Background: an optimization exercise with open tools, aiming at small area and a short achievable clock period. Do not read the settings as production practice.
In this exercise RTL edits were held to simulation tests only and were not proved equivalent to the original.
No activity file was given, so power comes from the tool's default toggle rates.

==> run M <==
Design alu_top, start of the top module:
module alu_top (
    input             clk,
    input      [7:0]  a_in,
    input      [7:0]  b_in,
    input      [3:0]  command_in,
    input             oe,
    output reg [15:0] d_out
);
==> module alu, before the edit <==
module alu ( input [7:0]a_in,b_in,input [3:0]command_in,input oe,output [15:0]d_out);
	wire [15:0] prod;
	wire [7:0] q;
	mul u_mul (.a(a_in), .b(b_in), .p(prod));
	div u_div (.a(a_in), .b(b_in), .q(q));
	wire [7:0] a = a_in;
	wire [7:0] b = b_in;
	wire [3:0] c = command_in;
	wire s_ar  = oe & (c[3:2] == 2'b00);
	wire s_add = oe & (c[3:1] == 3'b000);
	wire s_sub = oe & (c[3:1] == 3'b001);
	wire s_mul = oe & (c == 4'd4);
	wire s_div = oe & (c == 4'd5);
	wire s_shl = oe & (c == 4'd6);
	wire s_shr = oe & (c == 4'd7);
	wire s_and = oe & (c == 4'd8);
	wire s_or  = oe & (c == 4'd9);
	wire s_inv = oe & (c == 4'd10);
	wire s_ff  = oe & ((c == 4'd11) | (c == 4'd12) | (c == 4'd14));
	wire t00 = oe & ((c == 4'd11) | (c == 4'd12) | (c == 4'd14));
	wire t01 = oe & ((c == 4'd11) | (c == 4'd13));
	wire t10 = oe & ((c == 4'd11) | (c == 4'd13) | (c == 4'd15));
	wire t11 = oe & ((c == 4'd14) | (c == 4'd15));
	wire [7:0] y   = c[0] ? {8{c[1]}} : (b ^ {8{c[1]}});
	wire       cin = c[1] ^ c[0];
	wire [8:0] sum = {1'b0, a} + {1'b0, y} + {8'd0, cin};
	wire bz = ~(|b);
	wire az = ~(|a);
	wire hi = s_ff | (s_sub & ~sum[8]) | (s_div & bz);
	wire [7:0] lg = ({8{t00}} & ~a & ~b) | ({8{t01}} & ~a & b) | ({8{t10}} & a & ~b) | ({8{t11}} & a & b);
	wire [7:0] lo = ({8{s_ar}} & sum[7:0]) | ({8{s_mul}} & prod[7:0]) | ({8{s_div}} & q)
	              | ({8{s_shl}} & {a[6:0], 1'b0}) | ({8{s_shr}} & {1'b0, a[7:1]}) | lg
	              | {7'd0, (s_and & ~az & ~bz) | (s_or & ~(az & bz)) | (s_inv & az)};
	assign d_out[7:0] = lo;
	assign d_out[8] = hi | (s_mul & prod[8]) | (s_add & sum[8]) | (s_shl & a[7]);
	assign d_out[15:9] = {7{hi}} | ({7{s_mul}} & prod[15:9]);
endmodule
==> module fa, before the edit <==
module fa (input x, y, z, output s, c);
	assign s = x ^ y ^ z;
	assign c = (x & y) | (z & (x ^ y));
endmodule
==> module ha, before the edit <==
module ha (input x, y, output s, c);
	assign s = x ^ y;
	assign c = x & y;
endmodule
==> module mul, before the edit <==
module mul (input [7:0] a, b, output [15:0] p);
	wire [7:0] pp [0:7];
	genvar i, j;
	generate
		for (i = 0; i < 8; i = i + 1) begin : g_pp
			assign pp[i] = a & {8{b[i]}};
		end
	endgenerate
	wire [6:0] s [1:7];
	wire [6:0] c [1:7];
	generate
		for (j = 0; j < 7; j = j + 1) begin : g_r1
			ha h (.x(pp[0][j+1]), .y(pp[1][j]), .s(s[1][j]), .c(c[1][j]));
		end
		for (i = 2; i < 8; i = i + 1) begin : g_row
			for (j = 0; j < 7; j = j + 1) begin : g_col
				wire top = (j == 6) ? pp[i-1][7] : s[i-1][j+1];
				fa f (.x(top), .y(pp[i][j]), .z(c[i-1][j]), .s(s[i][j]), .c(c[i][j]));
			end
		end
	endgenerate
	assign p[0] = pp[0][0];
	generate
		for (i = 1; i < 8; i = i + 1) begin : g_lo
			assign p[i] = s[i][0];
		end
	endgenerate
	wire [7:0] rc;
	ha hf (.x(s[7][1]), .y(c[7][0]), .s(p[8]), .c(rc[0]));
	generate
		for (j = 1; j < 7; j = j + 1) begin : g_fin
			wire top = (j == 6) ? pp[7][7] : s[7][j+1];
			fa f (.x(top), .y(c[7][j]), .z(rc[j-1]), .s(p[8+j]), .c(rc[j]));
		end
	endgenerate
	assign p[15] = rc[6];
endmodule
==> module div, before the edit <==
module div (input [7:0] a, b, output [7:0] q);
	wire [9:0] b1 = {2'b00, b};
	wire [9:0] b2 = {1'b0, b, 1'b0};
	wire [9:0] b3 = b1 + b2;
	wire [7:0] rem [0:4];
	assign rem[4] = 8'd0;
	genvar k;
	generate
		for (k = 3; k >= 0; k = k - 1) begin : g_st
			localparam I = 2*k;
			localparam W = 8 - I;
			wire [W-1:0] t;
			if (W == 2) begin : g_t2
				assign t = a[I+1:I];
			end else begin : g_tn
				assign t = {rem[k+1][W-3:0], a[I+1:I]};
			end
			wire [10:0] d1 = {11'd0, t} - {1'b0, b1};
			wire [10:0] d2 = {11'd0, t} - {1'b0, b2};
			wire [10:0] d3 = {11'd0, t} - {1'b0, b3};
			wire ge1 = ~d1[10], ge2 = ~d2[10], ge3 = ~d3[10];
			assign q[I+1] = ge2;
			assign q[I] = ge3 | (ge1 & ~ge2);
			wire [W-1:0] r = ge3 ? d3[W-1:0] : ge2 ? d2[W-1:0] : ge1 ? d1[W-1:0] : t;
			if (W == 8) begin : g_r8
				assign rem[k] = r;
			end else begin : g_rn
				assign rem[k] = {{(8-W){1'b0}}, r};
			end
		end
	endgenerate
endmodule
make LEC_CHECK=0 ABC_AREA=1 CAP_MARGIN=20 CORE_MARGIN=2 CORE_UTILIZATION=40 CTS_BUF_LIST=sky130_fd_sc_hd__clkbuf_8 SLEW_MARGIN=20 finish   # period 24.0 ns
run.sh (not shown) runs the stock make flow with config.mk's settings and CLKGATE_MAP_FILE= SYNTH_SCRIPT=/design/flow/synth_recipe.tcl, a recipe that flattens the netlist after the stock synthesis.
==> run Z: changes against run M <==
==> flow/design.v (replaced) <==
module alu_top (
    input             clk,
    input      [7:0]  a_in,
    input      [7:0]  b_in,
    input      [3:0]  command_in,
    input             oe,
    output reg [15:0] d_out
);
    reg [7:0] a_q, b_q;
    reg [3:0] cmd_q;
    reg       oe_q;
    wire [15:0] alu_out;
    always @(posedge clk) begin
        a_q   <= a_in;
        b_q   <= b_in;
        cmd_q <= command_in;
        oe_q  <= oe;
        d_out <= alu_out;
    end
    alu u_alu (.a_in(a_q), .b_in(b_q), .command_in(cmd_q), .oe(oe_q), .d_out(alu_out));
endmodule

module alu ( input [7:0]a_in,b_in,input [3:0]command_in,input oe,output [15:0]d_out);
	parameter 	ADD = 4'b0000,
				INC = 4'b0001,
				SUB =  4'b0010,
				DEC = 4'b0011,
				MUL = 4'b0100,
				DIV = 4'b0101,
				SHL = 4'b0110,
				SHR = 4'b0111,
				AND = 4'b1000,
				OR = 4'b1001,
				INV = 4'b1010,
				NAND = 4'b1011,
				NOR = 4'b1100,
				XOR = 4'b1101,
				XNOR = 4'b1110,
				BUF = 4'b1111;
	reg [15:0] out;
	always@(command_in,a_in,b_in)
		begin
			case(command_in)
				ADD : out = a_in+b_in;
				INC : out = a_in+1'b1;
				SUB : out = a_in-b_in;
				DEC : out = a_in-1'b1;
				MUL : out = a_in*b_in;
				DIV : out = (b_in == 8'd0) ? 16'hFFFF : a_in/b_in;
				SHL : out = a_in<<1;
				SHR : out = a_in>>1;
				AND : out = a_in&&b_in;
				OR : out = a_in||b_in;
				INV : out = !(a_in);
				NAND : out = ~(a_in&b_in);
				NOR : out = ~(a_in|b_in);
				XOR : out = a_in^b_in;
				XNOR : out = a_in~^b_in;
				BUF : out = a_in;
			endcase
		end
	assign d_out = (oe) ? out : 16'h0000;
endmodule  
--- a/flow/config.mk
+++ b/flow/config.mk
@@ -6,8 +6,6 @@
 export NUM_CORES = 4
 export LEC_CHECK = 0
-export ABC_AREA = 1
 export CAP_MARGIN = 20
 export CORE_MARGIN = 2
 export CORE_UTILIZATION = 40
-export CTS_BUF_LIST = sky130_fd_sc_hd__clkbuf_8
 export SLEW_MARGIN = 20
==> run B: changes against run M <==
==> flow/design.v (replaced) <==
module alu_top (
    input             clk,
    input      [7:0]  a_in,
    input      [7:0]  b_in,
    input      [3:0]  command_in,
    input             oe,
    output reg [15:0] d_out
);
    reg [7:0] a_q, b_q;
    reg [3:0] cmd_q;
    reg       oe_q;
    wire [15:0] alu_out;
    always @(posedge clk) begin
        a_q   <= a_in;
        b_q   <= b_in;
        cmd_q <= command_in;
        oe_q  <= oe;
        d_out <= alu_out;
    end
    alu u_alu (.a_in(a_q), .b_in(b_q), .command_in(cmd_q), .oe(oe_q), .d_out(alu_out));
endmodule

module alu ( input [7:0]a_in,b_in,input [3:0]command_in,input oe,output [15:0]d_out);
	wire [7:0] a = a_in;
	wire [7:0] b = b_in;
	wire [3:0] c = command_in;
	wire [7:0] y   = c[0] ? {8{c[1]}} : (b ^ {8{c[1]}});
	wire       cin = c[1] ^ c[0];
	wire [8:0] sum = {1'b0, a} + {1'b0, y} + {8'd0, cin};
	wire [15:0] prod = a * b;
	wire [7:0] q;
	wire [7:0] rem [0:8];
	assign rem[8] = 8'd0;
	genvar i;
	generate
		for (i = 7; i >= 0; i = i - 1) begin : g_div
			localparam W = 8 - i;
			wire [W-1:0] t;
			wire [W:0]   d;
			if (W == 1) begin : g_t1
				assign t = a[i];
			end else begin : g_tn
				assign t = {rem[i+1][W-2:0], a[i]};
			end
			assign d = {1'b0, t} - {1'b0, b[W-1:0]};
			if (W == 8) begin : g_q8
				assign q[i] = ~d[W];
			end else begin : g_qn
				assign q[i] = ~d[W] & ~(|b[7:W]);
			end
			if (W == 8) begin : g_r8
				assign rem[i] = q[i] ? d[W-1:0] : t;
			end else begin : g_rn
				assign rem[i] = {{(8-W){1'b0}}, (q[i] ? d[W-1:0] : t)};
			end
		end
	endgenerate
	wire bz = (b == 8'd0);
	reg [15:0] out;
	always @(*) begin
		case (c)
			4'd0, 4'd1: out = {7'd0, sum[8], sum[7:0]};
			4'd2, 4'd3: out = {{8{~sum[8]}}, sum[7:0]};
			4'd4: out = prod;
			4'd5: out = {{8{bz}}, q};
			4'd6: out = {7'd0, a, 1'b0};
			4'd7: out = {9'd0, a[7:1]};
			4'd8: out = {15'd0, (|a) & (|b)};
			4'd9: out = {15'd0, (|a) | (|b)};
			4'd10: out = {15'd0, ~(|a)};
			4'd11: out = {8'hFF, ~(a & b)};
			4'd12: out = {8'hFF, ~(a | b)};
			4'd13: out = {8'h00, a ^ b};
			4'd14: out = {8'hFF, ~(a ^ b)};
			default: out = {8'h00, a};
		endcase
	end
	assign d_out = oe ? out : 16'h0000;
endmodule
--- a/flow/config.mk
+++ b/flow/config.mk
@@ -10,4 +10,3 @@
 export CORE_MARGIN = 2
 export CORE_UTILIZATION = 40
-export CTS_BUF_LIST = sky130_fd_sc_hd__clkbuf_8
 export SLEW_MARGIN = 20
==> run notes <==
In run Z the critical path depth is higher than in run B, by 64. Final cell count, highest first: run Z, run M, run B. Against run Z, the clock power of run B is larger by 12%. Non-clock buffer count: run M is lower than run Z (94). Between run Z and run B, the lower sequential share of layout area is in run Z (gap 5.1 points). Flip-flop and latch count is the same in run B and run Z. In run M the first-iteration DRC count is lower than in run Z, by 53%. The highest via count belongs to run Z, the lowest to run M. The lowest maximum frequency belongs to run Z, the highest to run M. The lowest synthesized cell count belongs to run B, the highest to run Z. Between run Z and run B, the lower worst hold slack is in run B (gap 0.040 ns).

separate check: timing with driven ports:
The flow's constraints put no driver on any port. The routed layouts listed below were extracted and timed again, unchanged, in two steps.
Step 1 (the two cells are an assumption about what drives the block):
set clk [get_ports {clk}]
set_driving_cell -lib_cell sky130_fd_sc_hd__clkbuf_16 $clk
set_driving_cell -lib_cell sky130_fd_sc_hd__buf_2 [delete_from_list [all_inputs] $clk]
Step 2 moves the port delays by t, midway between the first and last clock arrival at a register: inputs arrive t later, outputs are due t later. That takes back most of the time a late clock gives input paths.
Three values: ideal, step 1, step 2; two values: the first two.
run	t, ns	slack for setup (ns)	hold WS [ns]
run M	0.338	16.532 / 16.532 / 16.532	0.612 / 0.612 / 0.612
run Z	0.338	0.882 / 0.882 / 0.882	0.670 / 0.670 / 0.670
run B	0.338	14.133 / 14.133 / 14.133	0.630 / 0.630 / 0.630
After both steps setup and hold are still met in every run listed.
